Background: an optimization exercise with open tools, aiming at small area. Do not read the settings as production practice.
Only simulation tests tie the RTL to the original design; equivalence was not proved.
No activity file was given, so power comes from the tool's default toggle rates.

==> inputs of job 8698 <==
Design memoria_fpga_top, start of the top module:
module memoria_fpga_top (
    input  logic        clk50,
    input  logic [3:0]  SW,
    input  logic        KEY0_n,
    input  logic        KEY1_n,
    input  logic        RESET_n,
    output logic        vgaclk,
    output logic        hsync, vsync,
    output logic        sync_b, blank_b,
    output logic [7:0]  r, g, b,
    output logic        LED_P1,
    output logic        LED_P2,
    output logic [3:0]  P1_PAIRS,
    output logic [3:0]  P2_PAIRS,
    output logic [6:0]  HEX0,
    output logic [6:0]  HEX1,
    output logic [6:0]  HEX2
);
make LEC_CHECK=0 ABC_AREA=1 CAP_MARGIN=20 CORE_MARGIN=2 CORE_UTILIZATION=70 CTS_BUF_LIST=sky130_fd_sc_hd__clkbuf_8 CTS_CLUSTER_DIAMETER=100 CTS_CLUSTER_SIZE=40 PLACE_DENSITY=0.85 SLEW_MARGIN=20 finish   # period 80.0 ns
run.sh (not shown) runs the stock make flow with config.mk's settings and CLKGATE_MAP_FILE= SYNTH_SCRIPT=/design/flow/synth_recipe.tcl, a recipe that flattens the netlist after the stock synthesis.
==> job 193: changes against job 8698 <==
==> flow/flow/run.sh (new file) <==
#!/bin/bash
# Own layout flow:
#  1. the standard synthesis (standard.sh synth), unchanged;
#  2. the combinational logic of that netlist re-mapped by ABC with an
#     area-oriented script (flow/remap.tcl); every register instance is kept
#     with its name and cell;
#  3. the standard floorplan, placement, CTS and routing (standard.sh) on
#     the re-mapped netlist, with the port buffers made from buf_1 and a
#     clock tree of clkbuf_8 leaf clusters without dummy balancing loads.
# Each step's full output goes to a log file of its own in this folder
# (ORFS's own per-step logs are under orfs/logs/).
set -euo pipefail
W=$(pwd)
R=$W/orfs/results/$FLOW_PLATFORM/memoria_fpga_top/base
YOSYS=$FLOW_HOME/../tools/install/yosys/bin/yosys

bash standard.sh synth > log_1_standard_synth.txt 2>&1

cp "$R/1_2_yosys.v" "$W/synth_standard.v"
LIB=$FLOW_HOME/platforms/$FLOW_PLATFORM/lib/sky130_fd_sc_hd__tt_025C_1v80.lib \
IN=$W/synth_standard.v OUT=$R/1_2_yosys.v TOP=$FLOW_TOP \
DONT_USE="$(cat flow/dont_use.txt)" \
    "$YOSYS" -c flow/remap.tcl > log_2_remap.txt 2>&1
rm -f "$R/1_synth.odb" "$R/1_synth.sdc"

BUFFER_PORTS_ARGS="-buffer_cell sky130_fd_sc_hd__buf_1" \
CTS_ARGS="-sink_clustering_enable -repair_clock_nets -buf_list sky130_fd_sc_hd__clkbuf_8 -dont_use_dummy_load -sink_clustering_size 30 -sink_clustering_max_diameter 100" \
    bash standard.sh > log_3_standard_layout.txt 2>&1
==> flow/flow/dont_use.txt (new file) <==
sky130_fd_sc_hd__probe_p_8 sky130_fd_sc_hd__probec_p_8 sky130_fd_sc_hd__lpflow_bleeder_1 sky130_fd_sc_hd__lpflow_clkbufkapwr_1 sky130_fd_sc_hd__lpflow_clkbufkapwr_16 sky130_fd_sc_hd__lpflow_clkbufkapwr_2 sky130_fd_sc_hd__lpflow_clkbufkapwr_4 sky130_fd_sc_hd__lpflow_clkbufkapwr_8 sky130_fd_sc_hd__lpflow_clkinvkapwr_1 sky130_fd_sc_hd__lpflow_clkinvkapwr_16 sky130_fd_sc_hd__lpflow_clkinvkapwr_2 sky130_fd_sc_hd__lpflow_clkinvkapwr_4 sky130_fd_sc_hd__lpflow_clkinvkapwr_8 sky130_fd_sc_hd__lpflow_decapkapwr_12 sky130_fd_sc_hd__lpflow_decapkapwr_3 sky130_fd_sc_hd__lpflow_decapkapwr_4 sky130_fd_sc_hd__lpflow_decapkapwr_6 sky130_fd_sc_hd__lpflow_decapkapwr_8 sky130_fd_sc_hd__lpflow_inputiso0n_1 sky130_fd_sc_hd__lpflow_inputiso0p_1 sky130_fd_sc_hd__lpflow_inputiso1n_1 sky130_fd_sc_hd__lpflow_inputiso1p_1 sky130_fd_sc_hd__lpflow_inputisolatch_1 sky130_fd_sc_hd__lpflow_isobufsrc_1 sky130_fd_sc_hd__lpflow_isobufsrc_16 sky130_fd_sc_hd__lpflow_isobufsrc_2 sky130_fd_sc_hd__lpflow_isobufsrc_4 sky130_fd_sc_hd__lpflow_isobufsrc_8 sky130_fd_sc_hd__lpflow_isobufsrckapwr_16 sky130_fd_sc_hd__lpflow_lsbuf_lh_hl_isowell_tap_1 sky130_fd_sc_hd__lpflow_lsbuf_lh_hl_isowell_tap_2 sky130_fd_sc_hd__lpflow_lsbuf_lh_hl_isowell_tap_4 sky130_fd_sc_hd__lpflow_lsbuf_lh_isowell_4 sky130_fd_sc_hd__lpflow_lsbuf_lh_isowell_tap_1 sky130_fd_sc_hd__lpflow_lsbuf_lh_isowell_tap_2 sky130_fd_sc_hd__lpflow_lsbuf_lh_isowell_tap_4 sky130_fd_sc_hd__fill_1 sky130_fd_sc_hd__fill_2 sky130_fd_sc_hd__fill_4 sky130_fd_sc_hd__fill_8 
==> flow/flow/remap.tcl (new file) <==
# Re-maps the combinational logic of the standard synthesis netlist with an
# area-oriented ABC script. Every register instance is kept as it is (same
# name, same cell). Environment: LIB, IN, OUT, TOP, DONT_USE.
yosys -import
read_liberty -ignore_miss_func $::env(LIB)
read_verilog $::env(IN)
hierarchy -top $::env(TOP)
setattr -mod -set keep_hierarchy 1 sky130_fd_sc_hd__df* sky130_fd_sc_hd__edf* sky130_fd_sc_hd__sdf* sky130_fd_sc_hd__dl*
flatten
opt_clean -purge
techmap
opt -fast
set du {}
foreach c $::env(DONT_USE) { lappend du -dont_use $c }
set script "+strash;&get,-n;&deepsyn,-T,60;&put;&get,-n;&dch,-f;&nf,-R,1000,-p;&put;topo"
if {[info exists ::env(ABC_SCRIPT)]} { set script $::env(ABC_SCRIPT) }
abc -liberty $::env(LIB) {*}$du -script $script
opt_clean -purge
hilomap -singleton -hicell sky130_fd_sc_hd__conb_1 HI -locell sky130_fd_sc_hd__conb_1 LO
insbuf -buf sky130_fd_sc_hd__buf_1 A X
splitnets
opt_clean -purge
# plain names for the internal nets (ports keep theirs)
yosys rename -hide w:* i:* o:* %u %d
tee -o $::env(OUT).stat stat -liberty $::env(LIB) $::env(TOP)
select $::env(TOP)
write_verilog -noattr -nohex -nodec -selected $::env(OUT)
==> flow/standard.sh (new file) <==
#!/bin/bash
# synth_recipe.tcl (not shown) runs the flow's synth.tcl, then flattens the netlist and writes it again
# the make line also repeats each setting of config.mk as NAME=value (left out here)
make -C /OpenROAD-flow-scripts/flow DESIGN_CONFIG=/design/flow/config.mk WORK_HOME=/design/flow/orfs CLKGATE_MAP_FILE= SYNTH_SCRIPT=/design/flow/synth_recipe.tcl "${@:-finish}"
--- a/flow/config.mk
+++ b/flow/config.mk
@@ -10,7 +10,5 @@
 export CORE_MARGIN = 2
 export CORE_UTILIZATION = 70
 export CTS_BUF_LIST = sky130_fd_sc_hd__clkbuf_8
-export CTS_CLUSTER_DIAMETER = 100
-export CTS_CLUSTER_SIZE = 40
 export PLACE_DENSITY = 0.85
 export SLEW_MARGIN = 20
removed: flow/run.sh
==> comparison <==
- Against job 193, the worst hold slack of job 8698 is higher by 0.0055 ns.
- Between job 8698 and job 193, the lower via count is in job 193 (gap about 22%, measured against job 193).
- Between job 193 and job 8698, the lower area after synthesis is in job 193 (gap 18%, measured against job 8698).
- Of job 193 and job 8698, job 193 has the higher sequential power (gap about 23%, measured against job 8698).
- Sequential cell count is the same in job 8698 and job 193.
- Against job 193, the power of job 8698 is smaller by about 24%.
- The combinational power of job 193 is 5.9 times that of job 8698.
- Clock-buffer cell count: job 193 is lower than job 8698 (1).
==> figures <==
Run status: job 8698 no timing/DRC/antenna violations; job 193 no timing/DRC/antenna violations
Max stage delay on crit path: job 8698 0.67 ns; job 193 0.48 ns
Layout-to-synthesis area ratio: job 8698 1.1101x; job 193 1.0814x
Clock net power: job 8698 0.0514 mW; job 193 0.0406 mW
Width of the chip: job 8698 121.5 um; job 193 110.2 um
Worst reg2reg setup slack: job 8698 75.62 ns; job 193 75.48 ns
Leakage power total: job 8698 4.844 nW; job 193 3.248 nW
Worst IR drop on VDD: job 8698 0.01677 mV; job 193 0.03481 mV
Crit path buffers/inverters: job 8698 3; job 193 1
Seq/total area: job 8698 31.66%; job 193 39.84%
Critical hold path startpoint: job 8698 u_db_start.sync0; job 193 u_db_click.sync0
First-pass GRT wire length: job 8698 39450 um; job 193 32180 um
Clock Power Share: job 8698 39.9%; job 193 24.1%
Via/cell ratio: job 8698 5.866; job 193 6.561
Power per unit of standard cell area: job 8698 12.00 nW/um^2; job 193 19.78 nW/um^2
Number of vias in the routed layout: job 8698 9033; job 193 7375
Worst slack on hold paths: job 8698 0.3636 ns; job 193 0.3581 ns
Biggest fanout along the worst timing path: job 8698 16; job 193 9

-- port drivers added, routing unchanged --
No port has a modelled driver above. Below, the same layouts with a new extraction and two added sets of constraints.
Step 1, drivers: a clkbuf_16 drives clk50 and a buf_2 each remaining input, both assumed.
Step 2 times the ports against the registers' clock, not the clock port: input delays grow and output delays shrink by t, the midpoint of the rising clock arrivals with the driver on.
a / b / c = ideal / step 1 / step 2; a / b = the first two.
run | t (ns) | slack for setup (ns) | hold WS [ns] | slew at the worst register clock pin (ns)
job 8698 | 0.494 | 61.304 / 61.266 / 61.714 | 0.364 / 0.364 / 0.364 | 0.08 / 0.08
job 193 | 0.461 | 61.543 / 61.508 / 61.432 | 0.358 / 0.358 / 0.358 | 0.08 / 0.08
After both steps setup and hold are still met in every run listed. The setup slack of job 193, which loses most, moves by -0.035 ns with the drivers and by -0.111 ns with both steps.
